Context: an optimization exercise on an open-source flow, tuned for small area and a short achievable clock period. The choices shown serve that exercise and are no tape-out recipe.
The RTL was checked by simulation tests, not by an equivalence proof against the original design.
Power and IR drop assume default switching activity.

==> design.v <==
module arm(
	input  logic        clk, reset,
	output logic [31:0] PC,
	input  logic [31:0] Instr,
	output logic        MemWrite,
	output logic [31:0] ALUResult,
	output logic [31:0] WriteData,
	input  logic [31:0] ReadData,
	output logic [3:0]  byteEnable);
	logic [1:0] op;
	logic       isMH, isDP, isLS, isB, dpImm, dpReg;
	logic       mask, RegW, MemW, MemtoReg, link, PCS;
	logic [1:0] enSel;      
	logic       loadSigned;
	logic       fN, fZ, fC, fV;    
	assign op    = Instr[27:26];
	assign isMH  = (op == 2'b00) & ~Instr[25] & Instr[7] & Instr[4];
	assign isDP  = (op == 2'b00) & ~isMH;
	assign isLS  = (op == 2'b01);
	assign isB   = (op == 2'b10);
	assign dpImm = (op == 2'b00) & Instr[25];
	assign dpReg = isDP & ~Instr[25];
	assign mask  = ~(Instr[24] & ~Instr[23]);
	assign RegW = (isDP & mask)
	            | (isMH & mask & (~Instr[5] | Instr[20]))
	            | (isLS & Instr[20])
	            | (isB & Instr[24]);
	assign MemW = (isMH & Instr[5] & ~Instr[20]) | (isLS & ~Instr[20]);
	assign MemtoReg = (isMH & (~Instr[5] | Instr[20])) | (isLS & Instr[20]);
	assign link = isB & Instr[24];
	assign PCS  = isB | (RegW & (Instr[15:12] == 4'b1111));
	assign enSel = isMH ? {1'b0, Instr[5]} : (isLS & Instr[22]) ? 2'b00 : 2'b10;
	assign loadSigned = isMH & (~Instr[5] | Instr[6]);
	assign fN = isDP & (Instr[20] | (Instr[24:23] == 2'b10));
	assign fZ = fN;
	assign fC = fN;
	assign fV = isDP & (Instr[24:22] == 3'b101);
	logic flagN, flagZ, flagC, flagV;
	logic aluN, aluZ, aluC, aluV;
	logic CondEx;
	always_ff @(posedge clk, posedge reset)
		if (reset) begin
			flagN <= 1'b0; flagZ <= 1'b0; flagC <= 1'b0; flagV <= 1'b0;
		end else begin
			if (fN) flagN <= aluN;
			if (fZ) flagZ <= aluZ;
			if (fC) flagC <= aluC;
			if (fV) flagV <= aluV;
		end
	always_comb
		case (Instr[31:28])
		4'b0000: CondEx = flagZ;
		4'b0001: CondEx = ~flagZ;
		4'b0010: CondEx = flagC;
		4'b0011: CondEx = ~flagC;
		4'b0100: CondEx = flagN;
		4'b0101: CondEx = ~flagN;
		4'b0110: CondEx = flagV;
		4'b0111: CondEx = ~flagV;
		4'b1000: CondEx = flagC & ~flagZ;
		4'b1001: CondEx = ~(flagC & ~flagZ);
		4'b1010: CondEx = (flagN == flagV);
		4'b1011: CondEx = (flagN != flagV);
		4'b1100: CondEx = ~flagZ & (flagN == flagV);
		4'b1101: CondEx = ~(~flagZ & (flagN == flagV));
		4'b1110: CondEx = 1'b1;
		default: CondEx = 1'b0;
		endcase
	logic RegWrite, PCSrc;
	assign RegWrite = RegW & CondEx;
	assign MemWrite = MemW & CondEx;
	assign PCSrc    = PCS & CondEx;
	logic [31:3] pcInc;
	logic [31:0] PCPlus4, PCPlus8, PCNext, Result;
	always_comb
		for (int i = 3; i < 32; i++) pcInc[i] = PC[i] ^ (&(PC[31:3] | ~((29'd1 << (i - 3)) - 29'd1)));
	assign PCPlus4 = PC[2] ? {pcInc, 1'b0, PC[1:0]} : {PC[31:3], 1'b1, PC[1:0]};
	assign PCPlus8 = {pcInc, PC[2:0]};
	assign PCNext  = PCSrc ? Result : PCPlus4;
	always_ff @(posedge clk, posedge reset)
		if (reset) PC <= 32'b0;
		else       PC <= PCNext;
	logic [31:0] rf [0:14];
	logic [3:0]  wa;
	logic [31:0] wd;
	assign wa = link ? 4'd14 : Instr[15:12];
	assign wd = link ? PCPlus4 : Result;
	always_ff @(posedge clk)
		if (RegWrite && wa != 4'b1111) rf[wa] <= wd;
	logic [15:0] decN, decD, decM, decS, sel1, sel2;
	logic [31:0] rd1, rd2;
	logic [4:0]  rd3;
	always_comb begin
		decN = 16'b0; decN[Instr[19:16]] = 1'b1;
		decD = 16'b0; decD[Instr[15:12]] = 1'b1;
		decM = 16'b0; decM[Instr[3:0]]   = 1'b1;
		decS = 16'b0; decS[Instr[11:8]]  = 1'b1;
	end
	assign sel1 = isB ? 16'h8000 : decN;
	assign sel2 = MemW ? decD : decM;
	always_comb begin
		rd1 = {32{sel1[15]}} & PCPlus8;
		rd2 = {32{sel2[15]}} & PCPlus8;
		rd3 = {5{decS[15]}} & PCPlus8[4:0];
		for (int i = 0; i < 15; i++) begin
			rd1 = rd1 | ({32{sel1[i]}} & rf[i]);
			rd2 = rd2 | ({32{sel2[i]}} & rf[i]);
			rd3 = rd3 | ({5{decS[i]}} & rf[i][4:0]);
		end
	end
	logic        useImm;
	logic [31:0] imm, shIn, rot, keep, fill, srcB;
	logic [4:0]  s, amt;
	logic        kLSL, kLSR, kASR, kRRX, sNZ;
	logic [31:0] geS;   
	assign useImm = dpImm | isMH | isLS | isB;
	assign imm = dpImm ? {24'b0, Instr[7:0]} :
	             isB   ? {{6{Instr[23]}}, Instr[23:0], 2'b00} :
	             isLS  ? {20'b0, Instr[11:0]} :
	                     {24'b0, Instr[11:8], Instr[3:0]};
	assign shIn = useImm ? imm : rd2;
	assign s    = dpImm ? {Instr[11:8], 1'b0} : dpReg ? (Instr[4] ? rd3 : Instr[11:7]) : 5'd0;
	assign sNZ  = (s != 5'd0);
	assign kLSL = dpReg & (Instr[6:5] == 2'b00);
	assign kLSR = dpReg & (Instr[6:5] == 2'b01);
	assign kASR = dpReg & (Instr[6:5] == 2'b10);
	assign kRRX = dpReg & (Instr[6:5] == 2'b11) & ~Instr[4] & (Instr[11:7] == 5'd0);
	logic [4:0] negS;
	assign negS = {s[4] ^ (|s[3:0]), s[3] ^ (|s[2:0]), s[2] ^ (|s[1:0]), s[1] ^ s[0], s[0]};
	assign amt = kLSL ? negS : {4'b0, kRRX} | s;
	logic [31:0] r1, r2, r4, r8;
	assign r1  = amt[0] ? {shIn[0],  shIn[31:1]} : shIn;
	assign r2  = amt[1] ? {r1[1:0],  r1[31:2]}   : r1;
	assign r4  = amt[2] ? {r2[3:0],  r2[31:4]}   : r2;
	assign r8  = amt[3] ? {r4[7:0],  r4[31:8]}   : r4;
	assign rot = amt[4] ? {r8[15:0], r8[31:16]}  : r8;
	assign geS = 32'hFFFFFFFF << s;
	always_comb
		for (int j = 0; j < 32; j++) begin
			if (kLSL) keep[j] = geS[j];
			else if (kLSR | kASR) keep[j] = sNZ & geS[31 - j];
			else if (kRRX) keep[j] = (j != 31);
			else keep[j] = 1'b1;
			fill[j] = (kASR & shIn[31] & sNZ & ~geS[31 - j]) | (kRRX & flagC & (j == 31));
		end
	assign srcB = (rot & keep) | fill;
	logic [3:0]  aluOp;
	assign aluOp = isDP ? Instr[24:21] : 4'h4;
	logic        invA, invB, useC, cin, subType, arith;
	logic [31:0] x, y, sum, g, p;
	logic        selG, selP, selY;
	logic        cout;
	assign arith   = (aluOp[3:1] == 3'b001) | (aluOp[3:2] == 2'b01) | (aluOp[3:1] == 3'b101);
	assign invA    = (aluOp == 4'h3) | (aluOp == 4'h7);
	assign invB    = (aluOp == 4'h2) | (aluOp == 4'h6) | (aluOp == 4'hA) | (aluOp == 4'hE) | (aluOp == 4'hF);
	assign subType = arith & (invA | invB);
	assign useC    = (aluOp == 4'h5) | (aluOp == 4'h6) | (aluOp == 4'h7);
	assign cin     = useC ? flagC : (aluOp == 4'h2) | (aluOp == 4'h3) | (aluOp == 4'hA);
	assign x = invA ? ~rd1 : rd1;
	assign g = x & y;
	assign p = x ^ y;
	assign y = invB ? ~srcB : srcB;
	logic [31:0] gk [0:5];
	logic [31:0] pk [0:5];
	logic [32:0] c;
	always_comb begin
		gk[0] = g;
		pk[0] = p;
		gk[0][0] = (x[0] & y[0]) | ((x[0] ^ y[0]) & cin);
		for (int l = 0; l < 5; l++)
			for (int i = 0; i < 32; i++)
				if ((i >> l) & 1) begin
					gk[l+1][i] = gk[l][i] | (pk[l][i] & gk[l][((i >> l) << l) - 1]);
					pk[l+1][i] = pk[l][i] & pk[l][((i >> l) << l) - 1];
				end else begin
					gk[l+1][i] = gk[l][i];
					pk[l+1][i] = pk[l][i];
				end
		c[0] = cin;
		for (int i = 0; i < 32; i++) c[i+1] = gk[5][i];
	end
	assign sum  = pk[0] ^ c[31:0];
	assign cout = c[32];
	assign selG = (aluOp == 4'h0) | (aluOp == 4'h8) | (aluOp == 4'hC) | (aluOp == 4'hE);
	assign selP = (aluOp == 4'h1) | (aluOp == 4'h9) | (aluOp == 4'hC) | arith;
	assign selY = (aluOp == 4'hD) | (aluOp == 4'hF);
	assign ALUResult = ((g & {32{selG}}) | (p & {32{selP}}) | (y & {32{selY}})) ^ (c[31:0] & {32{arith}});
	assign aluN = ALUResult[31];
	assign aluZ = (ALUResult == 32'b0);
	assign aluC = arith & (cout ^ subType);
	assign aluV = (x[31] == y[31]) & (sum[31] != x[31]);
	logic [1:0]  addr;
	logic [31:0] extRead;
	logic [7:0]  rbyte;
	logic [15:0] rhalf;
	assign addr = rd1[1:0] + Instr[1:0];
	always_comb
		case (enSel)
		2'b00:   byteEnable = 4'b0001 << addr;
		2'b01:   byteEnable = addr[1] ? 4'b1100 : 4'b0011;
		default: byteEnable = 4'b1111;
		endcase
	always_comb
		case (enSel)
		2'b00:   WriteData = rd2 << {addr, 3'b000};
		2'b01:   WriteData = rd2 << {addr[1], 4'b0000};
		default: WriteData = rd2;
		endcase
	assign rbyte = ReadData[{addr, 3'b000} +: 8];
	assign rhalf = addr[1] ? ReadData[31:16] : ReadData[15:0];
	always_comb
		case (enSel)
		2'b00:   extRead = {{24{loadSigned & rbyte[7]}}, rbyte};
		2'b01:   extRead = {{16{loadSigned & rhalf[15]}}, rhalf};
		default: extRead = ReadData;
		endcase
	assign Result = MemtoReg ? extRead : ALUResult;
endmodule
==> flow/run.sh <==
#!/bin/bash
# Standard ORFS layout with two changes:
#  - Yosys's full/half-adder extraction is skipped (ADDER_MAP_FILE empty), so
#    ABC maps the adders and XORs itself;
#  - every port still gets a buffer, but a plain buf_2 instead of the delay
#    cell buffer_ports picks on its own.
set -euo pipefail
bash standard.sh ADDER_MAP_FILE= "BUFFER_PORTS_ARGS=-buffer_cell sky130_fd_sc_hd__buf_2" finish > make_finish.log 2>&1
==> standard.sh <==
#!/bin/bash
# synth_recipe.tcl (not shown) runs the flow's synth.tcl, then flattens the netlist and writes it again
# the make line also repeats each setting of config.mk as NAME=value (left out here)
make -C /OpenROAD-flow-scripts/flow DESIGN_CONFIG=/design/flow/config.mk WORK_HOME=/design/flow/orfs CLKGATE_MAP_FILE= SYNTH_SCRIPT=/design/flow/synth_recipe.tcl "${@:-finish}"
==> config.mk <==
export PLATFORM = sky130hd
export DESIGN_NAME = arm
export DESIGN_NICKNAME = arm
export VERILOG_FILES = /design/flow/design.v
export SDC_FILE = /design/flow/constraint.sdc
export NUM_CORES = 4
export LEC_CHECK = 0
export ABC_AREA = 1
export CAP_MARGIN = 30
export CORE_MARGIN = 2
export CORE_UTILIZATION = 45
export GPL_TIMING_DRIVEN = 0
export SETUP_SLACK_MARGIN = 5.0
export SLEW_MARGIN = 20
==> constraint.sdc <==
create_clock -name core_clock -period 20.0 [get_ports {clk}]
set_input_delay 4.0000 -clock core_clock [delete_from_list [all_inputs] [get_ports {clk}]]
set_output_delay 4.0000 -clock core_clock [all_outputs]
set_load 0.01 [all_outputs]
==> results_dict.tcl, run 1 <==
set metrics [dict create \
    die_height_um 282 \
    hp-class "flip-flop to flip-flop" \
    nFillCells 7452 \
    wirelength_um 201000 \
    syn-num-nets 4609 \
    final_common_cell "nand2_1" \
    grt_pass1_vias 35693 \
    h-tree-depth 2 \
    place.port_buffers 164 \
    start_util_pct 45.6 \
    relSlewSlack_pct 22.6 \
    rsz0062_at_grt "false" \
    synthCells 4543 \
    viasPerCell 6.72 \
    syn_area_per_cell_sq_um 7.63 \
    avgRoutedWirePerCell_um 33.8 \
    crit_fanout 10 \
    final_cell_mix "nand2_1 (1272), nand3_1 (703), edfxtp_1 (480), inv_1 (360), nor2_1 (332)" \
    synth_area_sq_mm 0.0347 \
    finalHoldViolCount 0 \
    cts_tree "built" \
    antenna_found_initial 15 \
    dpl_cell_area_sq_mm 0.0381 \
    power_leakage_nw 16.7 \
    clockRootBuffer "clkbuf_16" \
    drtIter0Drc 7694 \
    path_delay_family "simple AND/OR/NAND/NOR gates" \
    synth_edf_count 480 \
    rows 101 \
    ys.flop_type "edfxtp_1" \
    vias 39867 \
    clk_latency_ps 650 \
    hp-start "flagZ" \
    path_clk_slew_ps 60 \
    gr-usage-all-layers_pct 49.8 \
    drc 0 \
    stdcell_area_sq_mm 0.0402 \
    timing.final.crit_share_pct 74.7 \
    cp.required_ps 16000 \
    tns_ps 0 \
    slew_viol_final 0 \
    power_density_mw_per_mm2 110 \
    cp_common_cell "nand2_1" \
    cp-end-kind "output port" \
    area_delta_synth_final_pct 16.0 \
    ys_types 65 \
    synth_seq_cells 516 \
    cpMaxStageDelayCell "nor2_1" \
    dieArea_sq_mm 0.0793 \
    period_needed_ps 14940 \
    grt-ovfl-total 0 \
    min_to "flagZ" \
    ys_async_sr_fraction_pct 6.98 \
    drive_gt1_share_pct 12.8 \
    clock.fmax_mhz 66.9 \
    crit_type "primary input to output port" \
    gp_congestion 1.07 \
    cts.sinks 516 \
    coreArea_sq_mm 0.0761 \
    nets 4915 \
    hold_depth 2 \
    rr_worst_depth 35 \
    grt_pass1_wl_um 274000 \
    hpwlAfterDp_um 152000 \
    arrival_ps 10940 \
    fin_worst_skew_ps 60.0 \
    die_x_um 282 \
    drv_cap 0 \
    cp-start-kind "primary input" \
    status "complete, no violations" \
    worstReg2RegStart "PC[3]" \
    r2r-end "rf[13][31]" \
    io-pin-count 167 \
    fin_util_pct 52.9 \
    antenna_left 0 \
    grt_max_degree 28 \
    critPathMaxStageDelay_ps 700 \
    first_pass_iters 12 \
    reg2reg_setup_slack_ps 12160 \
    setup_viol 0 \
    tightest_slew_ps 1160 \
    cts_made_buffers 52 \
    cp_num_buf_inv 9 \
    cts_hold_buf 0 \
    synth_warnings 3 \
    ir_drop_uv 90.4 \
    max-clock-path-buffers 3 \
    yosysSeqAreaShare_pct 44.2 \
]
area by class of cell:
class	instances	area [sq um]	area share (%)
repair buffers	252	2090	5.19
multi-input cells	3383	17000	42.2
plain buffers	226	1080	2.70
well taps	1030	1290	3.21
diodes	13	32.5	0.0809
inverters	418	1590	3.95
clock buffers	57	1320	3.28
flip-flops and latches	516	15300	38.1
clock inverters	41	536	1.33
routing by layer:
layer  part of all wire [%]  wire length (um)  up-vias  global-route usage (%)
met3                     16             32300      980                    20.5
met5                   0.15               304        -                    1.10
met4                    9.7             19400       10                    37.9
met1                     35             69400    18574                    61.0
met2                     39             79300     3769                    69.6
li1                       -                 -    16534                       -
cells by family after synthesis:
kind of cell | synth area share (%)
XOR/XNOR | 1.44
flip-flops | 44.2
buffers and inverters | 7.63
AND/OR/NAND/NOR | 33.4
AO/OA/AOI/OAI | 13.3
synthesized netlist by cell type (20+ instances only):
library cell / count / area (sq um)
nor3_1: 23 / 115
inv_2: 43 / 161
nand4_1: 150 / 938
a21oi_1: 90 / 450
nand2_1: 1272 / 4770
o2111ai_1: 24 / 210
inv_1: 362 / 1360
a221oi_1: 53 / 464
o21ai_0: 239 / 1200
a211oi_1: 21 / 158
dfrtp_1: 36 / 901
nor2_1: 350 / 1310
buf_1: 28 / 105
clkbuf_1: 101 / 379
o21ai_1: 28 / 140
a22oi_1: 98 / 736
nand3b_1: 23 / 173
xor2_1: 51 / 447
nand2_2: 20 / 125
nand3_1: 708 / 3540
buf_4: 23 / 173
edfxtp_1: 480 / 14400
o22ai_1: 59 / 369
buf_2: 66 / 330
metrics by stage:
step / total power [mW] / std cells / worst slack [ps] / hold WS [ps]
final: 4.43 / 5936 / 5060 / 563
after global routing: 4.53 / 5923 / 5000 / 607
after CTS: 4.28 / 5911 / 5250 / 558
after detailed placement: 3.23 / 5813 / 5270 / 548
after global placement: 3.16 / 5737 / 4760 / 535
after floorplan: 2.37 / 4543 / 8470 / 492
worst max-delay path by stage:
stage / from / endpoint / slack (ps) / depth (start not counted)
floorplan: Instr[11] / ALUResult[31] / 8470 / 33
global placement: Instr[27] / ALUResult[31] / 4760 / 25
detailed placement: Instr[27] / ALUResult[31] / 5270 / 37
CTS: Instr[27] / ALUResult[31] / 5250 / 37
global route: Instr[27] / ALUResult[31] / 5000 / 36
finish: Instr[27] / ALUResult[31] / 5060 / 38
where the power goes:
part	switching [mW]	internal, mW
sequential	0.0737	1.39
clock	0.463	0.623
combinational	1.42	0.452
total	1.96	2.47
registers in the layout, summed over array words and instances, names as in the netlist:
| name | cells |
|---|---|
| rf | 480 |
| flagV | 1 |
| flagZ | 1 |
| PC | 32 |
| flagN | 1 |
| flagC | 1 |
repair_timing:
item	CTS	global route
setup buffers	0	4
setup endpoints to repair	0	18
endpoints found under the hold margin	0	0
resized for setup	0	18
worst register-to-register path: cells and delay by family, from the launching register on:
kind,cells,cell delay (ps)
and+or+nand+nor,29,5250
AOI/OAI and AO/OA,2,800
DFF,1,790
buffers and inverters,4,640
==> run 2, diff against run 1 <==
==> flow/run.sh (replaced) <==
#!/bin/bash
# Standard ORFS layout, except that Yosys's full/half-adder extraction is
# skipped (ADDER_MAP_FILE empty) so ABC maps the adders and XORs itself.
set -euo pipefail
bash standard.sh ADDER_MAP_FILE= finish > make_finish.log 2>&1
--- a/config.mk
+++ b/config.mk
@@ -8,3 +8,3 @@
 export ABC_AREA = 1
-export CAP_MARGIN = 30
+export CAP_MARGIN = 20
 export CORE_MARGIN = 2
==> run 2 against run 1 <==
Combinational power increased by 4%. Final area rose by 2.1%. Cell count is 0.35% lower. Power up 0.69%. Clock skew decreased by 32 ps. Flip-flop and latch count unchanged. Worst hold slack gained 11 ps. Utilization grew 1.1 points. Register-to-register slack worse by 140 ps. Synthesized cell count unchanged. Critical endpoint unchanged. Largest cell class unchanged. Largest power group unchanged.
==> results_dict.tcl, run 2 <==
set metrics [dict create \
    critPathMaxStageDelay_ps 650 \
    switching_share_pct 43.7 \
    pre_cts_slack_ps 4370 \
    antenna_found_initial 16 \
    fin_util_pct 54.0 \
    rows 101 \
    cts.sinks 516 \
    die_x_um 282 \
    die_height_um 282 \
    synth.most_common_cell "nand2_1" \
    ys_types 65 \
    cts_hold_buf 0 \
    max-clock-path-buffers 3 \
    antenna_left 0 \
    power_switching_mw 1.95 \
    status "complete, no violations" \
    tns_ps 0 \
    vias 39584 \
    drtIter0Drc 7382 \
    io-pin-count 167 \
    clkPwrFrac_pct 22.9 \
    synth_edf_count 480 \
    slew_viol_final 0 \
    viasPerCell 6.69 \
    seq_power_share_pct 33.1 \
    register_area_sq_mm 0.0153 \
    reg.largest.list "rf x480, PC x32" \
    synth_top_area_share_pct 41.6 \
    cp_common_cell "nand2_1" \
    power_density_mw_per_mm2 109 \
    grt_max_degree 26 \
    area_delta_synth_final_pct 18.5 \
    relSlewSlack_pct 11.4 \
    crit_type "primary input to output port" \
    nFillCells 7349 \
    combinationalPowerShare_pct 44.0 \
    coreArea_sq_mm 0.0761 \
    first_pass_iters 8 \
    gp_congestion 1.07 \
    hpwlAfterDp_um 152000 \
    start_util_pct 45.6 \
    cpMaxStageDelayCell "a2111oi_0" \
    finalHoldViolCount 0 \
    multi_input_area_sq_mm 0.0171 \
    clock.fmax_mhz 65.5 \
    syn-num-nets 4609 \
    yosysTopAreaCell "edfxtp_1" \
    gr-usage-all-layers_pct 49.5 \
    fin_worst_skew_ps 28.2 \
    synthTopCellsByCount "nand2_1 (1272), nand3_1 (708), edfxtp_1 (480)" \
    wirelength_um 201000 \
    cp-start-kind "primary input" \
    h-tree-depth 2 \
    final_cell_mix "nand2_1 (1270), nand3_1 (695), edfxtp_1 (480), inv_1 (360), nor2_1 (325)" \
    nets 4903 \
    grt_pass1_wl_um 271000 \
    rsz0062_at_grt "true" \
    cp.required_ps 16000 \
    clockRootBuffer "clkbuf_16" \
    place.port_buffers 164 \
    power_leakage_nw 16.7 \
    layout_setup_ws_ps 4720 \
    syn_area_per_cell_sq_um 7.63 \
    synth_area_leaders "edfxtp_1 (42%), nand2_1 (14%), nand3_1 (10%)" \
    drc 0 \
    period_needed_ps 15280 \
    tightest_slew_ps 1320 \
    drive_gt1_share_pct 10.2 \
    dieArea_sq_mm 0.0793 \
    clk_latency_ps 640 \
    cp-end-kind "output port" \
    synthCells 4543 \
    synth_area_sq_mm 0.0347 \
    total_power_mw 4.46 \
    synth_warnings 3 \
    arrival_ps 11280 \
    cts_tree "built" \
    synth_seq_cells 516 \
    cts_made_buffers 53 \
    hp-class "flip-flop to flip-flop" \
    crit_fanout 10 \
    setup_viol 0 \
    yosysSeqAreaShare_pct 44.2 \
    ys.flop_type "edfxtp_1" \
    avgRoutedWirePerCell_um 34.0 \
    ys_async_sr_fraction_pct 6.98 \
    timing.final.crit_share_pct 76.4 \
    largest_reg_flops 480 \
    final_common_cell "nand2_1" \
    drv_cap 0 \
    path_clk_slew_ps 60 \
    grt-ovfl-total 0 \
    regMostFlops "rf" \
    grt_pass1_vias 35217 \
    ir_drop_uv 83.7 \
    p_int_mw 2.51 \
]
==> run 2: cell types whose count changed in the layout (fill, tap and decap cells not counted), moves of 9 or more <==
| cell | previous run | this run |
|---|---|---|
| buf_4 | 39 | 54 |
| clkbuf_2 | 1 | 28 |
| buf_2 | 233 | 61 |
| buf_6 | 39 | 18 |
| clkdlybuf4s50_1 | 0 | 164 |
| clkbuf_1 | 105 | 86 |
| buf_1 | 25 | 16 |
==> run 2: path summary, 6_finish.rpt <==
kind,startpoint,to,slack [ps],cells past startpoint
worst max-delay path,Instr[16],ALUResult[31],4720,30
worst min-delay path,flagZ,flagZ,570,2
worst max register to register,PC[3],rf[0][30],12020,33
worst min register to register,flagZ,flagZ,570,2
max in group asynchronous,reset,PC[0],15900,3
min in group asynchronous,reset,PC[17],3630,2
==> run 2: power groups by stage <==
| stage | logic (mW) | registers, mW | clock network (mW) |
|---|---|---|---|
| 5_1_grt | 2.02 | 1.47 | 1.05 |
| 2_1_floorplan | 0.905 | 1.47 | 0 |
| 4_1_cts | 1.83 | 1.47 | 1.02 |
| 3_3_place_gp | 1.75 | 1.51 | 0 |
| 3_5_place_dp | 1.82 | 1.49 | 0 |
| 6_report | 1.96 | 1.47 | 1.02 |
==> run 2: routing by layer <==
layer	GRT usage [%]	share of wire, %	up-vias
li1	-	-	16512
met5	1.34	0.12	-
met1	60.9	35	18374
met4	38.1	9.9	12
met2	69.5	40	3707
met3	19.2	16	979
==> run 2: what timing repair did <==
action,CTS,global route
resized for setup,24,108
pin swaps,3,8
buffers inserted,7,11
setup endpoints to repair,18,33
==> run 2: worst max-delay path, delay by kind of cell <==
kind	cells	cell delay, ps
AOI/OAI and AO/OA	3	1420
buffers and inverters	9	2590
and+or+nand+nor	17	2830
xor gates and xnor gates	1	410
==> run 2: per-stage QoR <==
step,hold WS (ps),instances,cell area (sq um)
2_1_floorplan,492,4543,34700
3_3_place_gp,537,5737,37600
3_5_place_dp,548,5792,38800
4_1_cts,564,5896,40600
5_1_grt,606,5909,41000
6_report,574,5915,41100
==> run 2: logic make-up (layout without fill, tap and decap cells) <==
logic type             Yosys count  after routing  share of synthesized area, %
other                            0              6                             0
AND/OR/NAND/NOR               2611           2611                          33.4
buffers and inverters          644            980                          7.63
flip-flops                     516            516                          44.2
AO/OA/AOI/OAI                  716            716                          13.3
XOR/XNOR                        56             56                          1.44
==> run 2: cell type report <==
| type | instances | share of cell area [%] |
|---|---|---|
| Inverter | 418 | 3.89 |
| Clock inverter | 31 | 0.728 |
| Tap cell | 1030 | 3.14 |
| Sequential cell | 516 | 37.3 |
| Multi-Input combinational cell | 3383 | 41.8 |
| Clock buffer | 66 | 3.55 |
| Buffer | 226 | 2.86 |
| Antenna cell | 6 | 0.0366 |
| Timing Repair Buffer | 239 | 6.74 |
==> run 3, diff against run 2 <==
--- a/design.v
+++ b/design.v
@@ -111,3 +111,3 @@
 	logic        useImm;
-	logic [31:0] imm, shIn, rot, keep, fill, srcB;
+	logic [31:0] imm, shIn, rot, srcB;
 	logic [4:0]  s, amt;
@@ -137,11 +137,13 @@
 	assign geS = 32'hFFFFFFFF << s;
-	always_comb
-		for (int j = 0; j < 32; j++) begin
-			if (kLSL) keep[j] = geS[j];
-			else if (kLSR | kASR) keep[j] = sNZ & geS[31 - j];
-			else if (kRRX) keep[j] = (j != 31);
-			else keep[j] = 1'b1;
-			fill[j] = (kASR & shIn[31] & sNZ & ~geS[31 - j]) | (kRRX & flagC & (j == 31));
-		end
-	assign srcB = (rot & keep) | fill;
+	logic        kR, kRz, fb;
+	logic [31:0] kill;
+	assign kR  = kLSR | kASR;
+	assign kRz = kR & ~sNZ;
+	assign fb  = kASR & shIn[31] & sNZ;
+	always_comb
+		for (int j = 0; j < 32; j++)
+			kill[j] = (kLSL & ~geS[j]) | (kR & ~geS[31 - j]) | kRz | ((j == 31) & kRRX);
+	always_comb
+		for (int j = 0; j < 32; j++)
+			srcB[j] = kill[j] ? ((j == 31) ? (fb | (kRRX & flagC)) : fb) : rot[j];
 	logic [3:0]  aluOp;
==> flow/run.sh (replaced) <==
#!/bin/bash
# Standard ORFS layout with these changes:
#  - Yosys's full/half-adder extraction is skipped (ADDER_MAP_FILE empty), so
#    ABC maps the adders and XORs itself;
#  - every port still gets a buffer, but a plain buf_2 instead of the delay
#    cell buffer_ports picks on its own;
set -euo pipefail
bash standard.sh ADDER_MAP_FILE= SETUP_SLACK_MARGIN=6.5 \
  "BUFFER_PORTS_ARGS=-buffer_cell sky130_fd_sc_hd__buf_2" finish > make_finish.log 2>&1
--- a/config.mk
+++ b/config.mk
@@ -8,3 +8,3 @@
 export ABC_AREA = 1
-export CAP_MARGIN = 20
+export CAP_MARGIN = 30
 export CORE_MARGIN = 2
==> run 3 against run 2 <==
Routed wire length down 0.91%. Power rose by 0.60%. Cell count increased by 2.3%. Critical path type unchanged.
==> results_dict.tcl, run 3 <==
set metrics [dict create \
    antenna_found_initial 13 \
    synth_area_leaders "edfxtp_1 (41%), nand2_1 (14%), nand3_1 (11%)" \
    area_delta_synth_final_pct 20.6 \
    grt_pass1_wl_um 271000 \
    place.port_buffers 164 \
    synth_edf_count 480 \
    drv_cap 0 \
    hp-class "flip-flop to flip-flop" \
    clock.fmax_mhz 74.0 \
    regMostFlops "rf" \
    drive_gt1_share_pct 17.2 \
    grt_pass1_vias 35842 \
    reg2reg_setup_slack_ps 12980 \
    cp_common_cell "nand2_1" \
    r2r-end "rf[5][30]" \
    dieArea_sq_mm 0.0800 \
    antenna_left 0 \
    status "complete, no violations" \
    cpMaxStageDelayCell "nor2_1" \
    h-tree-depth 2 \
    slew_viol_final 0 \
    ys_types 70 \
    hp-start "flagZ" \
    die_height_um 283 \
    drtIter0Drc 6716 \
    p_int_mw 2.49 \
    hpwlAfterDp_um 151000 \
    grt-ovfl-total 0 \
    rr_worst_depth 37 \
    min_to "flagZ" \
    relSlewSlack_pct 25.0 \
    finalHoldViolCount 0 \
    total_power_mw 4.49 \
    synth_top_area_share_pct 41.2 \
    rsz0062_at_grt "true" \
    wirelength_um 199000 \
    path_clk_slew_ps 60 \
    nFillCells 7443 \
    timing.final.crit_share_pct 67.6 \
    crit_fanout 10 \
    vias 39659 \
    register_area_sq_mm 0.0153 \
    yosysTopAreaCell "edfxtp_1" \
    avgRoutedWirePerCell_um 32.9 \
    clockRootBuffer "clkbuf_16" \
    gr-usage-all-layers_pct 47.9 \
    combinationalPowerShare_pct 44.3 \
    first_pass_iters 7 \
    reg.largest.list "rf x480, PC x32" \
    power_leakage_nw 17.7 \
    arrival_ps 9510 \
    syn-num-nets 4668 \
    ys_async_sr_fraction_pct 6.98 \
    crit_type "primary input to output port" \
    tns_ps 0 \
    multi_input_area_sq_mm 0.0182 \
    syn_area_per_cell_sq_um 7.61 \
    cts.sinks 516 \
    cts_hold_buf 0 \
    cts_tree "built" \
    io-pin-count 167 \
    grt_max_degree 26 \
    fin_worst_skew_ps 27.1 \
    setup_viol 0 \
    ir_drop_uv 90.3 \
    viasPerCell 6.55 \
    synth_seq_cells 516 \
    ys.flop_type "edfxtp_1" \
    largest_reg_flops 480 \
    switching_share_pct 44.5 \
    nets 5029 \
    final_common_cell "nand2_1" \
    synth_area_sq_mm 0.0350 \
    die_x_um 283 \
    max-clock-path-buffers 3 \
    synth.most_common_cell "nand2_1" \
    power_density_mw_per_mm2 106 \
    synth_warnings 3 \
    worstReg2RegStart "PC[3]" \
    gp_congestion 1.04 \
    yosysSeqAreaShare_pct 43.7 \
    clkPwrFrac_pct 22.8 \
    coreArea_sq_mm 0.0772 \
    rows 102 \
    critPathMaxStageDelay_ps 540 \
    clk_latency_ps 640 \
    period_needed_ps 13510 \
    final_cell_mix "nand2_1 (1303), nand3_1 (692), edfxtp_1 (480), inv_1 (399), nor2_1 (271)" \
    drc 0 \
    start_util_pct 45.3 \
    cts_made_buffers 54 \
    power_switching_mw 2.00 \
    hold_depth 2 \
    cp-end-kind "output port" \
    synthTopCellsByCount "nand2_1 (1342), nand3_1 (745), edfxtp_1 (480)" \
    seq_power_share_pct 32.8 \
    cp-start-kind "primary input" \
    synthCells 4602 \
    cp.required_ps 16000 \
    tightest_slew_ps 1120 \
]
[run 3: logic make-up (layout without fill, tap and decap cells)]
kind of cell	Yosys count	after routing	synth area share (%)
AND/OR/NAND/NOR	2686	2686	34.4
XOR/XNOR	46	46	1.17
flip-flops	516	516	43.7
buffers and inverters	660	1063	7.88
other	0	6	0
AO/OA/AOI/OAI	692	692	12.8
multiplexers	2	2	0.0572
[run 3: critical path: cells and delay by family]
family	cells	cell delay, ps
compound gates	5	1550
simple gates	10	1760
buf+inv	10	2180
[run 3: power by group through the flow]
stage / Combinational [mW] / Sequential (mW) / Clock (mW)
finish: 1.99 / 1.47 / 1.02
global route: 2.06 / 1.47 / 1.05
CTS: 1.82 / 1.47 / 1.01
detailed placement: 1.78 / 1.49 / 0
global placement: 1.69 / 1.51 / 0
floorplan: 0.933 / 1.48 / 0
[run 3: cell type report]
| type | count | share of cell area (%) |
|---|---|---|
| Multi-Input combinational cell | 3426 | 43.1 |
| Sequential cell | 516 | 36.3 |
| Timing Repair Buffer | 305 | 6.26 |
| Inverter | 442 | 4.01 |
| Clock buffer | 67 | 3.42 |
| Buffer | 218 | 3.12 |
| Tap cell | 1040 | 3.08 |
| Clock inverter | 31 | 0.676 |
| Antenna cell | 6 | 0.0356 |
[run 3: what timing repair did]
action                                  CTS  global route
resized for setup                       115           229
pin swaps                                21            43
setup buffers                            30            30
endpoints found under the setup margin   60            34
[run 3: worst max-delay path by stage]
| stage | startpoint | to | slack (ps) |
|---|---|---|---|
| after detailed placement | Instr[27] | WriteData[25] | 4750 |
| after floorplan | Instr[11] | ALUResult[31] | 8380 |
| after global placement | Instr[27] | ALUResult[31] | 4350 |
| after CTS | Instr[4] | ALUResult[31] | 6500 |
| final | Instr[18] | WriteData[25] | 6490 |
| after global routing | Instr[9] | ALUResult[31] | 6360 |
[run 3: layer usage]
metal | up-vias | part of all wire [%] | global-route usage (%)
met5 | - | 0.080 | 0
met4 | 8 | 9.4 | 36.5
met3 | 893 | 15 | 16.3
met2 | 3427 | 41 | 70.0
met1 | 18576 | 35 | 58.2
li1 | 16755 | - | -
[run 3: stage by stage]
step	instances	setup WS (ps)	hold slack [ps]	utilization (%)	cell area, sq um
2_1_floorplan	4602	8380	493	-	35000
3_3_place_gp	5806	4350	544	48.1	37100
3_5_place_dp	5884	4750	543	50.0	38600
4_1_cts	6012	6500	559	53.2	41100
5_1_grt	6045	6360	618	54.7	42200
6_report	6051	6490	568	54.7	42200
==> run 4, diff against run 3 <==
--- a/config.mk
+++ b/config.mk
@@ -11,2 +11,3 @@
 export CORE_UTILIZATION = 45
+export CTS_BUF_LIST = sky130_fd_sc_hd__clkbuf_8
 export GPL_TIMING_DRIVEN = 0
==> run 4 against run 3 <==
Highest routed layer unchanged. Cell count up 0.99%. Utilization down 0.15 points. Worst hold slack worse by 8.9 ps. Setup slack better by 55 ps. Critical endpoint is now ALUResult[31]. Clock power down 9%. Routed wire length up 0.70%. Still clean.
==> results_dict.tcl, run 4 <==
set metrics [dict create \
    pre_cts_slack_ps 4750 \
    power_density_mw_per_mm2 104 \
    muxShareOfSynthArea_pct 0.0572 \
    max-clock-path-buffers 3 \
    cts_made_buffers 85 \
    synthAdderAreaFrac_pct 0 \
    reg2reg_setup_slack_ps 12880 \
    reg.largest.list "rf x480, PC x32" \
    tightest_slew_ps 1140 \
    layout_setup_ws_ps 6540 \
    syn-num-nets 4668 \
    area_delta_synth_final_pct 20.3 \
    grt-ovfl-total 0 \
    coreArea_sq_mm 0.0772 \
    synth_edf_count 480 \
    ys_async_sr_fraction_pct 6.98 \
    synth_area_leaders "edfxtp_1 (41%), nand2_1 (14%), nand3_1 (11%)" \
    hp-class "flip-flop to flip-flop" \
    dp_cells 5884 \
    cts.sinks 516 \
    drive_gt1_share_pct 18.0 \
    ys_types 70 \
    synthTopCellsByCount "nand2_1 (1342), nand3_1 (745), edfxtp_1 (480)" \
    synth_top_area_share_pct 41.2 \
    routed-wl-met2_um 82500 \
    path_delay_family "simple AND/OR/NAND/NOR gates" \
    h-tree-depth 3 \
    largest_reg_flops 480 \
    clock.fmax_mhz 74.3 \
    dieArea_sq_mm 0.0800 \
    place.port_buffers 164 \
    synth.most_common_cell "nand2_1" \
    clockRootBuffer "clkbuf_8" \
    final_cell_mix "nand2_1 (1303), nand3_1 (695), edfxtp_1 (480), inv_1 (425), nor2_1 (267)" \
    antenna_left 0 \
    io-pin-count 167 \
    nFillCells 7510 \
    top_layer "met5" \
    slew_viol_final 0 \
    gr-usage-all-layers_pct 48.1 \
    drc 0 \
    antenna_found_initial 15 \
    start_util_pct 45.3 \
    drv_cap 0 \
    viasPerCell 6.54 \
    critPathMaxStageDelay_ps 650 \
    period_needed_ps 13460 \
    finalHoldViolCount 0 \
    grt_max_degree 26 \
    synth_compound_area_share_pct 12.8 \
    register_area_sq_mm 0.0153 \
    synth_area_sq_mm 0.0350 \
    dr_wl_met3_um 29500 \
    wirelength_um 200000 \
    die_height_um 283 \
    grt_pass1_vias 36005 \
    vias 39993 \
    gp_congestion 1.04 \
    yosys.area_share.simple_pct 34.4 \
    rows 102 \
    avgRoutedWirePerCell_um 32.8 \
    tns_ps 0 \
    setup_viol 0 \
    first_pass_iters 7 \
    yosysSeqAreaShare_pct 43.7 \
    synthCells 4602 \
    multi_input_area_sq_mm 0.0182 \
    synth_top_family_by_area "simple AND/OR/NAND/NOR gates" \
    power_leakage_nw 17.8 \
    syn_area_per_cell_sq_um 7.61 \
    path_clk_slew_ps 50 \
    rsz0062_at_grt "true" \
    synth_seq_cells 516 \
    hpwlAfterDp_um 151000 \
    cp.required_ps 16000 \
    cp-end-kind "output port" \
    clk_latency_ps 750 \
    drtIter0Drc 6778 \
    regMostFlops "rf" \
    total_power_mw 4.40 \
    nets 5059 \
    grt_pass1_wl_um 272000 \
    crit_fanout 10 \
    ys.flop_type "edfxtp_1" \
    cpMaxStageDelayCell "o31ai_1" \
    ir_drop_uv 58.9 \
    cp_num_buf_inv 10 \
    fin_worst_skew_ps 56.8 \
    cts_tree "built" \
    status "complete, no violations" \
    yosysTopAreaCell "edfxtp_1" \
    timing.final.crit_share_pct 67.3 \
    layout.cells.non_filler 6111 \
    synth_warnings 3 \
    arrival_ps 9460 \
    relSlewSlack_pct 24.2 \
    crit_type "primary input to output port" \
    cp-start-kind "primary input" \
    die_x_um 283 \
    drt-met1-wl_um 69100 \
    final_common_cell "nand2_1" \
    synthXorXnorAreaFrac_pct 1.17 \
]
==> run 4: cell count changes in the layout (fill, tap and decap cells not counted), sizes merged <==
cell,change
bufinv,-2
inv,+32
buf,+1
clkinv,+8
diode,+2
clkbuf,+18
clkinvlp,+1
==> run 4: logic make-up after synthesis <==
logic type	count (synthesis)
buffers and inverters	660
AND/OR/NAND/NOR	2686
multiplexers	2
AO/OA/AOI/OAI	692
flip-flops	516
XOR/XNOR	46
==> run 4: area by class of cell <==
| cell class | count | area share [%] |
|---|---|---|
| multi-input combinational | 3426 | 43.2 |
| sequential | 516 | 36.4 |
| clock buffer | 87 | 2.84 |
| timing repair buffer | 304 | 6.17 |
| inverter | 442 | 4.04 |
| clock inverter | 70 | 0.987 |
| buffer | 218 | 3.24 |
| antenna | 8 | 0.0475 |
| tap | 1040 | 3.09 |
==> run 4: worst paths after layout <==
kind,startpoint,to,cells past startpoint
worst max-delay path,Instr[4],ALUResult[31],28
worst min-delay path,flagZ,flagZ,2
worst max register to register,PC[3],rf[4][30],35
worst min register to register,flagZ,flagZ,2
max in group asynchronous,reset,PC[2],3
min in group asynchronous,reset,PC[29],2
==> run 4: routing by layer <==
layer | GRT usage (%) | up-vias
met4 | 37.7 | 16
met2 | 69.9 | 3527
li1 | - | 16842
met3 | 16.5 | 951
met1 | 58.2 | 18657
met5 | 0.714 | -
==> run 4: power breakdown <==
part	leakage (nW)	total [mW]	switching, mW	internal, mW
registers	4.76	1.47	0.0741	1.40
logic	12.2	1.99	1.48	0.512
clock network	0.937	0.932	0.482	0.450
total	17.8	4.40	2.03	2.36
==> run 4: repair_timing <==
action                                  CTS  global route
hold buffers                              0             0
buffers inserted                         27            33
endpoints found under the setup margin   61            34
resized for setup                       107           264
pin swaps                                20            39
==> run 4: stage by stage <==
step	hold slack [ps]	utilization, %	cell area [sq um]
2_1_floorplan	493	-	35000
3_3_place_gp	544	48.1	37100
3_5_place_dp	543	50.0	38600
4_1_cts	558	52.9	40900
5_1_grt	617	54.5	42100
6_report	559	54.5	42100
==> run 4: worst register-to-register path: cells and delay by family (launching register included) <==
kind / cells / cell delay [ps]
compound gates: 2 / 880
xor+xnor: 1 / 510
buf+inv: 2 / 460
flops: 1 / 670
simple gates: 30 / 4430
==> run 5, diff against run 4 <==
--- a/config.mk
+++ b/config.mk
@@ -11,4 +11,4 @@
 export CORE_UTILIZATION = 45
-export CTS_BUF_LIST = sky130_fd_sc_hd__clkbuf_8
 export GPL_TIMING_DRIVEN = 0
+export PLACE_DENSITY = 0.75
 export SETUP_SLACK_MARGIN = 5.0
==> run 5 against run 4 <==
Cell count fell by 0.74%. Fmax hardly changed. Die area is the same. Still clean. Routed wire length fell by 2.9%. Clock skew is 17 ps lower. Worst hold slack gained 9.6 ps.
==> results_dict.tcl, run 5 <==
set metrics [dict create \
    crit_type "primary input to output port" \
    fin_worst_skew_ps 39.3 \
    setup_viol 0 \
    rows 102 \
    viasPerCell 6.62 \
    fin_util_pct 54.7 \
    tightest_slew_ps 1150 \
    combinationalPowerShare_pct 44.7 \
    place.port_buffers 164 \
    drive_gt1_share_pct 17.5 \
    dieArea_sq_mm 0.0800 \
    cp-start-kind "primary input" \
    gr-usage-all-layers_pct 46.6 \
    clockRootBuffer "clkbuf_16" \
    status "complete, no violations" \
    ys_types 70 \
    cts_made_buffers 50 \
    reg.largest.list "rf x480, PC x32" \
    drtIter0Drc 6812 \
    cp.required_ps 16000 \
    start_util_pct 45.3 \
    avgRoutedWirePerCell_um 32.1 \
    p_int_mw 2.47 \
    cp-end-kind "output port" \
    area_delta_synth_final_pct 20.7 \
    synth_area_sq_mm 0.0350 \
    syn-num-nets 4668 \
    synth_seq_cells 516 \
    io-pin-count 167 \
    regMostFlops "rf" \
    ir_drop_uv 94.2 \
    grt_pass1_vias 35927 \
    hpwlAfterDp_um 148000 \
    final_cell_mix "nand2_1 (1298), nand3_1 (679), edfxtp_1 (480), inv_1 (398), nor2_1 (271)" \
    hp-class "flip-flop to flip-flop" \
    dpl_cell_area_sq_mm 0.0386 \
    clkPwrFrac_pct 22.2 \
    ys_async_sr_fraction_pct 6.98 \
    crit_fanout 10 \
    die_height_um 283 \
    h-tree-depth 2 \
    power_leakage_nw 17.8 \
    die_x_um 283 \
    final_common_cell "nand2_1" \
    hold_depth 2 \
    drv_cap 0 \
    yosysSeqAreaShare_pct 43.7 \
    coreArea_sq_mm 0.0772 \
    nets 5043 \
    arrival_ps 9460 \
    synth_edf_count 480 \
    grt_pass1_wl_um 265000 \
    synthTopCellsByCount "nand2_1 (1342), nand3_1 (745), edfxtp_1 (480)" \
    synth_area_leaders "edfxtp_1 (41%), nand2_1 (14%), nand3_1 (11%)" \
    crit_start "Instr[16]" \
    yosysTopAreaCell "edfxtp_1" \
    relSlewSlack_pct 22.3 \
    antenna_found_initial 15 \
    path_clk_slew_ps 60 \
    ys.flop_type "edfxtp_1" \
    max-clock-path-buffers 3 \
    synthCells 4602 \
    worstReg2RegStart "PC[3]" \
    finalHoldViolCount 0 \
    rsz0062_at_grt "true" \
    seq_power_share_pct 33.1 \
    period_needed_ps 13460 \
    syn_area_per_cell_sq_um 7.61 \
    synth_top_area_share_pct 41.2 \
    antenna_left 0 \
    largest_reg_flops 480 \
    power_switching_mw 1.99 \
    hp-start "flagZ" \
    grt_max_degree 28 \
    slew_viol_final 0 \
    cts_tree "built" \
    drc 0 \
    clk_latency_ps 650 \
    tns_ps 0 \
    clock.fmax_mhz 74.3 \
    grt-ovfl-total 0 \
    first_pass_iters 10 \
    rr_worst_depth 35 \
    power_density_mw_per_mm2 106 \
    timing.final.crit_share_pct 67.3 \
    stdcell_area_sq_mm 0.0423 \
    switching_share_pct 44.7 \
    wirelength_um 195000 \
    synth.most_common_cell "nand2_1" \
    gp_congestion 1.09 \
    cts.sinks 516 \
    vias 40150 \
    synth_warnings 3 \
]
[run 5: layout make-up]
class	instances	area, sq um
Fill cell	7311	35000
Multi-Input combinational cell	3427	18100
Sequential cell	516	15300
Timing Repair Buffer	322	2780
Inverter	442	1710
Buffer	218	1340
Tap cell	1040	1300
Clock buffer	59	1280
Clock inverter	34	378
Antenna cell	8	20.0
[run 5: worst paths after layout]
check | end | slack, ps
setup / recovery | ALUResult[31] | 6540
hold / removal | flagZ | 570
setup reg to reg | rf[8][24] | 12700
hold reg to reg | flagZ | 570
max in group asynchronous | PC[0] | 16210
min in group asynchronous | PC[24] | 3290
[run 5: worst max-delay path, cell delays in order]
cell	delay [ps]
buf_2	140
nor2_1	190
nand2_1	140
nor2_1	110
inv_1	60
nand2_2	140
nand3_2	360
clkinv_1	440
clkbuf_1	470
buf_1	730
a22oi_1	150
o2111ai_1	500
xor2_1	360
inv_1	150
nor2_4	200
a21oi_2	70
nand2_1	90
nand2_1	120
nand2_2	120
nand2_4	100
a21oi_2	160
nand2_1	100
nand2_1	70
nand2_1	60
nand2_2	100
inv_2	50
buf_4	130
buf_2	130
[run 5: what timing repair did]
item,4_1_cts,5_1_grt
setup buffers,23,48
pin swaps,17,53
hold buffers,0,0
endpoints found under the hold margin,0,0
cloned,1,0
endpoints found under the setup margin,54,39
resized for setup,84,278
[run 5: power groups by stage]
| stage | logic [mW] | clock network, mW | registers (mW) |
|---|---|---|---|
| 2_1_floorplan | 0.933 | 0 | 1.48 |
| 5_1_grt | 2.06 | 1.02 | 1.47 |
| 3_5_place_dp | 1.76 | 0 | 1.49 |
| 3_3_place_gp | 1.67 | 0 | 1.51 |
| 6_report | 1.99 | 0.991 | 1.47 |
| 4_1_cts | 1.79 | 0.978 | 1.47 |
[run 5: stage by stage]
step	total power [mW]	hold WS [ps]	setup slack (ps)	cells
2_1_floorplan	2.41	493	8380	4602
3_3_place_gp	3.18	551	4480	5806
5_1_grt	4.55	599	6300	6059
4_1_cts	4.23	570	6500	6004
6_report	4.46	569	6540	6066
3_5_place_dp	3.25	558	4990	5887
[run 5: kinds of logic after synthesis]
kind of cell    count (synthesis)  share of synthesized area (%)
simple gates                 2686                           34.4
mux                             2                         0.0572
flops                         516                           43.7
compound gates                692                           12.8
buf+inv                       660                           7.88
xor+xnor                       46                           1.17
[run 5: layer usage]
| layer | global-route usage (%) | wire length [um] | share of wire [%] | vias to the layer above |
|---|---|---|---|---|
| met4 | 36.5 | 19800 | 10 | 24 |
| met2 | 66.7 | 78500 | 40 | 3712 |
| li1 | - | - | - | 16796 |
| met3 | 19.2 | 31400 | 16 | 1067 |
| met1 | 55.1 | 64600 | 33 | 18551 |
| met5 | 0.774 | 196 | 0.10 | - |
==> run 6, diff against run 5 <==
--- a/config.mk
+++ b/config.mk
@@ -10,5 +10,5 @@
 export CORE_MARGIN = 2
-export CORE_UTILIZATION = 45
+export CORE_UTILIZATION = 52
+export CTS_BUF_LIST = sky130_fd_sc_hd__clkbuf_8
 export GPL_TIMING_DRIVEN = 0
-export PLACE_DENSITY = 0.75
 export SETUP_SLACK_MARGIN = 5.0
==> run 6 against run 5 <==
Sequential power hardly changed. Synthesized cell count stayed put. Area after synthesis stayed put. Fmax is 1.4% lower. Critical path type unchanged.
==> results_dict.tcl, run 6 <==
set metrics [dict create \
    period_needed_ps 13650 \
    ys.flop_type "edfxtp_1" \
    setup_viol 0 \
    place.port_buffers 164 \
    synthTopCellsByCount "nand2_1 (1342), nand3_1 (745), edfxtp_1 (480)" \
    grt_max_degree 24 \
    cts.sinks 516 \
    register_area_sq_mm 0.0153 \
    nets 5064 \
    area_delta_synth_final_pct 19.5 \
    gr-usage-all-layers_pct 53.2 \
    io-pin-count 167 \
    rows 95 \
    die_height_um 263 \
    avgRoutedWirePerCell_um 32.3 \
    cp-start-kind "primary input" \
    h-tree-depth 3 \
    regMostFlops "rf" \
    drv_cap 0 \
    wirelength_um 192000 \
    crit_fanout 10 \
    drive_gt1_share_pct 18.3 \
    dieArea_sq_mm 0.0694 \
    syn_area_per_cell_sq_um 7.61 \
    grt_pass1_vias 36031 \
    vias 40823 \
    cp.required_ps 16000 \
    status "complete, no violations" \
    holdWs_ps 572 \
    die_x_um 263 \
    final_cell_mix "nand2_1 (1297), nand3_1 (672), edfxtp_1 (480), inv_1 (425), nor2_1 (267)" \
    antenna_found_initial 24 \
    yosysSeqAreaShare_pct 43.7 \
    yosysTopAreaCell "edfxtp_1" \
    arrival_ps 9650 \
    max-clock-path-buffers 3 \
    coreArea_sq_mm 0.0669 \
    layout.cells.non_filler 5945 \
    tns_ps 0 \
    finalHoldViolCount 0 \
    rsz0062_at_grt "true" \
    first_pass_iters 9 \
    slew_viol_final 0 \
    relSlewSlack_pct 24.1 \
    final_common_cell "nand2_1" \
    cts_made_buffers 80 \
    nFillCells 6011 \
    drc 0 \
    synth_warnings 3 \
    largest_reg_flops 480 \
    timing.final.crit_share_pct 68.3 \
    start_util_pct 52.3 \
    clk_latency_ps 750 \
    reg2reg_setup_slack_ps 12700 \
    ir_drop_uv 89.4 \
    grt-ovfl-total 0 \
    reg.largest.list "rf x480, PC x32" \
    crit_type "primary input to output port" \
    path_clk_slew_ps 60 \
    synth_edf_count 480 \
    hp-class "flip-flop to flip-flop" \
    cp-end-kind "output port" \
    synth_seq_cells 516 \
    clock.fmax_mhz 73.3 \
    ys_async_sr_fraction_pct 6.98 \
    synthCells 4602 \
    power_leakage_nw 17.8 \
    synth.most_common_cell "nand2_1" \
    dp_cells 5708 \
    syn-num-nets 4668 \
    multi_input_area_sq_mm 0.0182 \
    viasPerCell 6.87 \
    drtIter0Drc 7714 \
    synth_top_area_share_pct 41.2 \
    fin_worst_skew_ps 56.4 \
    cts_tree "built" \
    ys_types 70 \
    synth_area_sq_mm 0.0350 \
    hpwlAfterDp_um 143000 \
    grt_pass1_wl_um 260000 \
    gp_congestion 1.07 \
    clockRootBuffer "clkbuf_8" \
    tightest_slew_ps 1140 \
    power_density_mw_per_mm2 103 \
    synth_area_leaders "edfxtp_1 (41%), nand2_1 (14%), nand3_1 (11%)" \
    antenna_left 0 \
]
run 6: power by group:
| group | internal, mW | switching [mW] |
|---|---|---|
| registers | 1.40 | 0.0753 |
| logic | 0.526 | 1.46 |
| clock network | 0.398 | 0.453 |
run 6: path summary, 6_finish.rpt:
path,from,endpoint,cells after the start
hold / removal,flagZ,flagZ,2
hold reg to reg,flagZ,flagZ,2
setup reg to reg,PC[3],rf[14][15],35
min in group asynchronous,reset,PC[6],2
setup / recovery,Instr[18],WriteData[23],25
max in group asynchronous,reset,PC[0],3
run 6: worst max-delay path, stage by stage:
cell and delay, ps:
buf_2 160, inv_1 130, nand2_1 140, nor2_1 50, inv_1 70, nand2_1 180
nand3_2 350, clkinv_2 360, a22oi_1 270, nand2_1 70, a2111oi_0 430, nand2_1 460
inv_1 180, nor2_1 70, inv_1 80, nand2_1 50, nand2_1 70, clkbuf_1 400
nor2_1 220, inv_1 180, nand2_1 160, nor2_1 330, clkbuf_2 360, a2bb2oi_1 600
buf_2 250
run 6: final cells by class:
class / instances / share of cell area (%)
multi-input combinational: 3426 / 43.6
sequential: 516 / 36.6
timing repair buffer: 314 / 6.37
inverter: 442 / 4.10
buffer: 218 / 3.22
clock buffer: 82 / 2.70
tap: 873 / 2.61
clock inverter: 60 / 0.757
antenna: 14 / 0.0837
run 6: cell families (layout without fill, tap and decap cells):
kind of cell,count (synthesis),count (layout),synth area share [%]
flip-flops,516,516,43.7
multiplexers,2,2,0.0572
XOR/XNOR,46,46,1.17
other,0,14,0
AND/OR/NAND/NOR,2686,2686,34.4
buffers and inverters,660,1116,7.88
AO/OA/AOI/OAI,692,692,12.8
run 6: through the flow:
stage / power, mW / setup slack, ps / area [sq um] / util, %
3_5_place_dp: 3.22 / 5260 / 38200 / 57.2
4_1_cts: 4.06 / 6380 / 40200 / 60.1
6_report: 4.31 / 6350 / 41800 / 62.5
2_1_floorplan: 2.41 / 8380 / 35000 / -
3_3_place_gp: 3.15 / 4520 / 36900 / 55.2
5_1_grt: 4.39 / 6320 / 41800 / 62.5
run 6: layer usage:
metal  part of all wire (%)  vias up  GRT usage (%)
met4                     10       20           44.0
li1                       -    16838              -
met2                     40     4097           74.7
met1                     33    18645           63.0
met3                     17     1223           22.6
met5                   0.10        -          0.693
run 6: timing repair:
action,4_1_cts,5_1_grt
buffers inserted,21,55
cloned,0,0
hold buffers,0,0
resized for setup,97,301
pin swaps,13,62
setup endpoints to repair,58,40
==> run 7, diff against run 6 <==
--- a/flow/run.sh
+++ b/flow/run.sh
@@ -7,3 +7,3 @@
 set -euo pipefail
-bash standard.sh ADDER_MAP_FILE= SETUP_SLACK_MARGIN=6.5 \
+bash standard.sh ADDER_MAP_FILE= SETUP_SLACK_MARGIN=6.0 \
   "BUFFER_PORTS_ARGS=-buffer_cell sky130_fd_sc_hd__buf_2" finish > make_finish.log 2>&1
--- a/config.mk
+++ b/config.mk
@@ -10,3 +10,3 @@
 export CORE_MARGIN = 2
-export CORE_UTILIZATION = 52
+export CORE_UTILIZATION = 45
 export CTS_BUF_LIST = sky130_fd_sc_hd__clkbuf_8
==> run 7 against run 6 <==
Non-clock buffer count decreased by 44. Combinational power is 3% lower. Cell count is 2.2% higher. Synthesized cell count unchanged. Sequential power hardly changed. Worst hold slack about the same. Critical endpoint is now ALUResult[31]. Largest power group unchanged.
==> results_dict.tcl, run 7 <==
set metrics [dict create \
    status "complete, no violations" \
    clk_latency_ps 740 \
    wirelength_um 199000 \
    relSlewSlack_pct 24.1 \
    min_to "flagZ" \
    ys_async_sr_fraction_pct 6.98 \
    h-tree-depth 3 \
    gr-usage-all-layers_pct 47.9 \
    power_leakage_nw 17.4 \
    io-pin-count 167 \
    grt_max_degree 26 \
    clock.fmax_mhz 71.1 \
    largest_reg_flops 480 \
    synth_seq_cells 516 \
    hold_depth 2 \
    die_x_um 283 \
    die_height_um 283 \
    final_cell_mix "nand2_1 (1333), nand3_1 (730), edfxtp_1 (480), inv_1 (429), nor2_1 (284)" \
    ys.flop_type "edfxtp_1" \
    cts_made_buffers 85 \
    grt-ovfl-total 0 \
    rr_worst_depth 34 \
    fin_worst_skew_ps 59.5 \
    yosysTopAreaCell "edfxtp_1" \
    hp-class "flip-flop to flip-flop" \
    reg2reg_setup_slack_ps 12610 \
    clockRootBuffer "clkbuf_8" \
    cts.sinks 516 \
    antenna_left 0 \
    setup_viol 0 \
    place.port_buffers 164 \
    timing.final.crit_share_pct 70.4 \
    yosysSeqAreaShare_pct 43.7 \
    rows 102 \
    regMostFlops "rf" \
    dieArea_sq_mm 0.0800 \
    first_pass_iters 7 \
    finalHoldViolCount 0 \
    synthTopCellsByCount "nand2_1 (1342), nand3_1 (745), edfxtp_1 (480)" \
    slew_viol_final 0 \
    vias 39627 \
    nets 5025 \
    fin_util_pct 53.0 \
    synth_area_leaders "edfxtp_1 (41%), nand2_1 (14%), nand3_1 (11%)" \
    ys_types 70 \
    area_delta_synth_final_pct 17.0 \
    hp-start "flagZ" \
    drtIter0Drc 6635 \
    cp-end-kind "output port" \
    synth_top_area_share_pct 41.2 \
    period_needed_ps 14070 \
    rsz0062_at_grt "true" \
    coreArea_sq_mm 0.0772 \
    tightest_slew_ps 1140 \
    crit_start "Instr[27]" \
    cts_tree "built" \
    syn-num-nets 4668 \
    r2r-end "rf[4][30]" \
    tns_ps 0 \
    arrival_ps 10070 \
    synth_warnings 3 \
    drc 0 \
    max-clock-path-buffers 3 \
    ir_drop_uv 57.5 \
    synthCells 4602 \
    drive_gt1_share_pct 14.9 \
    cp-start-kind "primary input" \
    hpwlAfterDp_um 151000 \
    start_util_pct 45.3 \
    reg.largest.list "rf x480, PC x32" \
    synth.most_common_cell "nand2_1" \
    synth_edf_count 480 \
    grt_pass1_vias 35782 \
    grt_pass1_wl_um 271000 \
    worstReg2RegStart "PC[3]" \
    path_clk_slew_ps 50 \
    power_density_mw_per_mm2 106 \
    viasPerCell 6.52 \
    synth_area_sq_mm 0.0350 \
    cp.required_ps 16000 \
    drv_cap 0 \
    gp_congestion 1.04 \
    cts_hold_buf 0 \
    crit_fanout 10 \
    crit_type "primary input to output port" \
    antenna_found_initial 15 \
    syn_area_per_cell_sq_um 7.61 \
    final_common_cell "nand2_1" \
    avgRoutedWirePerCell_um 32.7 \
]
run 7: cell counts after synthesis:
Identical to the previous run, type by type.
run 7: per-layer routing:
metal,part of all wire [%],global-route usage (%),up-vias
li1,-,-,16752
met1,35,58.2,18517
met2,41,70.3,3430
met3,15,16.7,916
met4,9.3,35.8,12
met5,0.092,0.298,-
run 7: logic make-up after synthesis:
logic type	synth area share, %
DFF	43.7
AOI/OAI and AO/OA	12.8
muxes	0.0572
and+or+nand+nor	34.4
buffers and inverters	7.88
xor gates and xnor gates	1.17
run 7: where the power goes:
group | switching [mW] | internal (mW) | total (mW) | leakage (nW)
logic | 1.45 | 0.482 | 1.93 | 11.7
registers | 0.0744 | 1.40 | 1.47 | 4.76
clock network | 0.480 | 0.450 | 0.930 | 0.937
run 7: final cells by class:
type | count | area (sq um)
Antenna cell | 9 | 22.5
Buffer | 218 | 1150
Clock buffer | 87 | 1200
Clock inverter | 70 | 415
Fill cell | 7617 | 36300
Inverter | 442 | 1680
Multi-Input combinational cell | 3426 | 17500
Sequential cell | 516 | 15300
Tap cell | 1040 | 1300
Timing Repair Buffer | 270 | 2350
run 7: per-stage QoR:
| stage | std cells | power, mW | hold WS [ps] | cell area, sq um | setup WS (ps) |
|---|---|---|---|---|---|
| after floorplan | 4602 | 2.41 | 493 | 35000 | 8380 |
| after global placement | 5806 | 3.20 | 544 | 37100 | 4350 |
| after global routing | 6070 | 4.44 | 617 | 40900 | 5910 |
| after CTS | 6046 | 4.18 | 558 | 40400 | 6010 |
| final | 6078 | 4.33 | 572 | 40900 | 5930 |
| after detailed placement | 5884 | 3.27 | 543 | 38600 | 4750 |
run 7: worst max-delay path, stage by stage:
cell and delay, ps:
buf_2 160, inv_2 70, nor2_2 340, clkinv_2 300, clkbuf_1 350, nand4_1 160
inv_1 190, clkbuf_1 480, buf_1 380, buf_6 240, a2111oi_2 810, o211ai_1 310
xor2_1 450, inv_1 100, nand2_1 140, nand2_1 110, nor2_4 150, nand2_1 120
nand2_2 120, nand2_1 80, nand2_2 180, a21oi_1 110, nand2_1 110, nand3_1 90
nand2_2 150, inv_2 70, buf_4 130, buf_2 130
run 7: how the worst max path moves through the flow:
stage	to	slack (ps)	cells after the start
floorplan	ALUResult[31]	8380	34
global placement	ALUResult[31]	4350	26
detailed placement	WriteData[25]	4750	21
CTS	ALUResult[31]	6010	29
global route	ALUResult[31]	5910	29
finish	ALUResult[31]	5930	28
run 7: repair_timing:
item                                    4_1_cts  5_1_grt
setup buffers                                 5       17
pin swaps                                     4       15
gates resized for setup                      25       97
endpoints found under the setup margin       52       26
cloned                                        0        0
==> run 8, diff against run 7 <==
--- a/flow/run.sh
+++ b/flow/run.sh
@@ -7,3 +7,3 @@
 set -euo pipefail
-bash standard.sh ADDER_MAP_FILE= SETUP_SLACK_MARGIN=6.0 \
+bash standard.sh ADDER_MAP_FILE= SETUP_SLACK_MARGIN=6.5 \
   "BUFFER_PORTS_ARGS=-buffer_cell sky130_fd_sc_hd__buf_2" finish > make_finish.log 2>&1
--- a/config.mk
+++ b/config.mk
@@ -11,3 +11,5 @@
 export CORE_UTILIZATION = 45
-export CTS_BUF_LIST = sky130_fd_sc_hd__clkbuf_8
+export CTS_BUF_LIST = sky130_fd_sc_hd__clkbuf_16
+export CTS_CLUSTER_DIAMETER = 60
+export CTS_CLUSTER_SIZE = 14
 export GPL_TIMING_DRIVEN = 0
==> run 8 against run 7 <==
Still clean. Area after synthesis did not move. Via count decreased by 0.61%. Setup slack gained 550 ps. Final area rose by 1.9%. Power is 0.60% lower. Die area unchanged. Worst hold slack worse by 12 ps.
==> results_dict.tcl, run 8 <==
set metrics [dict create \
    status "complete, no violations" \
    first_pass_iters 6 \
    synthCells 4602 \
    grt_max_degree 26 \
    ys_async_sr_fraction_pct 6.98 \
    synth_warnings 3 \
    antenna_found_initial 13 \
    cpMaxStageDelayCell "clkinv_1" \
    cts_tree "built" \
    worstReg2RegStart "PC[3]" \
    die_x_um 283 \
    cts.sinks 516 \
    rsz0062_at_grt "true" \
    hold_depth 2 \
    drv_cap 0 \
    rows 102 \
    ys.flop_type "edfxtp_1" \
    synth_area_sq_mm 0.0350 \
    coreArea_sq_mm 0.0772 \
    hp-start "flagZ" \
    crit_type "primary input to output port" \
    holdWs_ps 560 \
    min_to "flagZ" \
    yosysTopAreaCell "edfxtp_1" \
    cp-end-kind "output port" \
    start_util_pct 45.3 \
    power_leakage_nw 17.5 \
    clockRootBuffer "clkbuf_16" \
    grt-ovfl-total 0 \
    cp-start-kind "primary input" \
    relSlewSlack_pct 27.0 \
    final_common_cell "nand2_1" \
    fin_worst_skew_ps 50.1 \
    tightest_slew_ps 1090 \
    dieArea_sq_mm 0.0800 \
    gr-usage-all-layers_pct 47.8 \
    avgRoutedWirePerCell_um 33.0 \
    reg.largest.list "rf x480, PC x32" \
    timing.final.crit_share_pct 67.6 \
    gp_congestion 1.04 \
    tns_ps 0 \
    arrival_ps 9520 \
    reg2reg_setup_slack_ps 12910 \
    finalHoldViolCount 0 \
    h-tree-depth 2 \
    drt-met1-wl_um 69100 \
    wirelength_um 198000 \
    synthTopCellsByCount "nand2_1 (1342), nand3_1 (745), edfxtp_1 (480)" \
    io-pin-count 167 \
    cp_common_cell "nand2_1" \
    grt_pass1_vias 35613 \
    synth_edf_count 480 \
    place.port_buffers 164 \
    r2r-end "rf[5][30]" \
    final_cell_mix "nand2_1 (1299), nand3_1 (687), edfxtp_1 (480), inv_1 (402), nor2_1 (271)" \
    routed-wl-met2_um 81700 \
    power_density_mw_per_mm2 103 \
    slew_viol_final 0 \
    drive_gt1_share_pct 17.2 \
    rr_worst_depth 35 \
    die_height_um 283 \
    max-clock-path-buffers 3 \
    hp-class "flip-flop to flip-flop" \
    syn_area_per_cell_sq_um 7.61 \
    regMostFlops "rf" \
    crit_fanout 10 \
    grt_pass1_wl_um 271000 \
    total_power_mw 4.31 \
    ir_drop_uv 90.0 \
    synth.most_common_cell "nand2_1" \
    clk_latency_ps 630 \
    antenna_left 0 \
    path_clk_slew_ps 70 \
    area_delta_synth_final_pct 19.2 \
    syn-num-nets 4668 \
    synth_top_area_share_pct 41.2 \
    clock.fmax_mhz 74.0 \
    drtIter0Drc 6525 \
    cp.required_ps 16000 \
    hpwlAfterDp_um 151000 \
    setup_viol 0 \
    ys_types 70 \
    top_layer "met5" \
    vias 39384 \
    nets 5012 \
    yosysSeqAreaShare_pct 43.7 \
    period_needed_ps 13520 \
    cts_made_buffers 45 \
    synth_area_leaders "edfxtp_1 (41%), nand2_1 (14%), nand3_1 (11%)" \
    synth_seq_cells 516 \
    largest_reg_flops 480 \
    critPathMaxStageDelay_ps 570 \
    drc 0 \
    viasPerCell 6.56 \
    dr_wl_met3_um 28400 \
]
run 8: worst max-delay path by stage:
stage / slack [ps] / cells after the start / start / endpoint
finish: 6480 / 29 / Instr[18] / ALUResult[31]
global route: 6350 / 38 / Instr[8] / ALUResult[31]
CTS: 6500 / 38 / Instr[4] / ALUResult[31]
detailed placement: 4750 / 21 / Instr[27] / WriteData[25]
global placement: 4350 / 26 / Instr[27] / ALUResult[31]
floorplan: 8380 / 34 / Instr[11] / ALUResult[31]
run 8: kinds of logic (layout without fill, tap and decap cells):
family	after synthesis	count (layout)	share of synthesized area, %
XOR/XNOR	46	46	1.17
flip-flops	516	516	43.7
buffers and inverters	660	1018	7.88
multiplexers	2	2	0.0572
AO/OA/AOI/OAI	692	692	12.8
AND/OR/NAND/NOR	2686	2686	34.4
other	0	6	0
run 8: per-layer routing:
metal / track usage, % / vias to the layer above
met3: 16.4 / 915
met1: 58.1 / 18448
met4: 35.9 / 12
li1: - / 16690
met5: 0 / -
met2: 69.9 / 3319
run 8: area by class of cell:
class,count,area (sq um)
flip-flops and latches,516,15300
clock inverters,14,133
fillers,7485,35500
multi-input cells,3426,18200
well taps,1040,1300
diodes,6,15.0
plain buffers,218,1350
clock buffers,47,1180
repair buffers,297,2530
inverters,442,1690
run 8: what timing repair did:
action	4_1_cts	5_1_grt
setup buffers	28	24
endpoints found under the setup margin	61	34
pin swaps	21	40
gates resized for setup	118	245
hold buffers	0	0
run 8: power breakdown:
group / switching, mW / internal (mW)
logic: 1.47 / 0.512
clock network: 0.419 / 0.435
registers: 0.0743 / 1.40
run 8: critical path, delay by kind of cell:
kind	cells	cell delay [ps]
buffers and inverters	11	2360
and+or+nand+nor	13	1730
AOI/OAI and AO/OA	4	1020
xor gates and xnor gates	1	400
run 8: per-stage QoR:
stage / cells / cell area [sq um] / setup WS (ps) / util [%]
after floorplan: 4602 / 35000 / 8380 / -
final: 6006 / 41700 / 6480 / 54.0
after CTS: 5973 / 40600 / 6500 / 52.6
after global placement: 5806 / 37100 / 4350 / 48.1
after global routing: 6000 / 41700 / 6350 / 54.0
after detailed placement: 5884 / 38600 / 4750 / 50.0

Setup slack of run 8, layout unchanged: 6.482 ns with ideal ports, 6.460 ns with driving cells assumed (clock clkbuf_16, inputs buf_2), 6.460 ns with port delays also shifted by the 0.662 ns mid clock arrival.
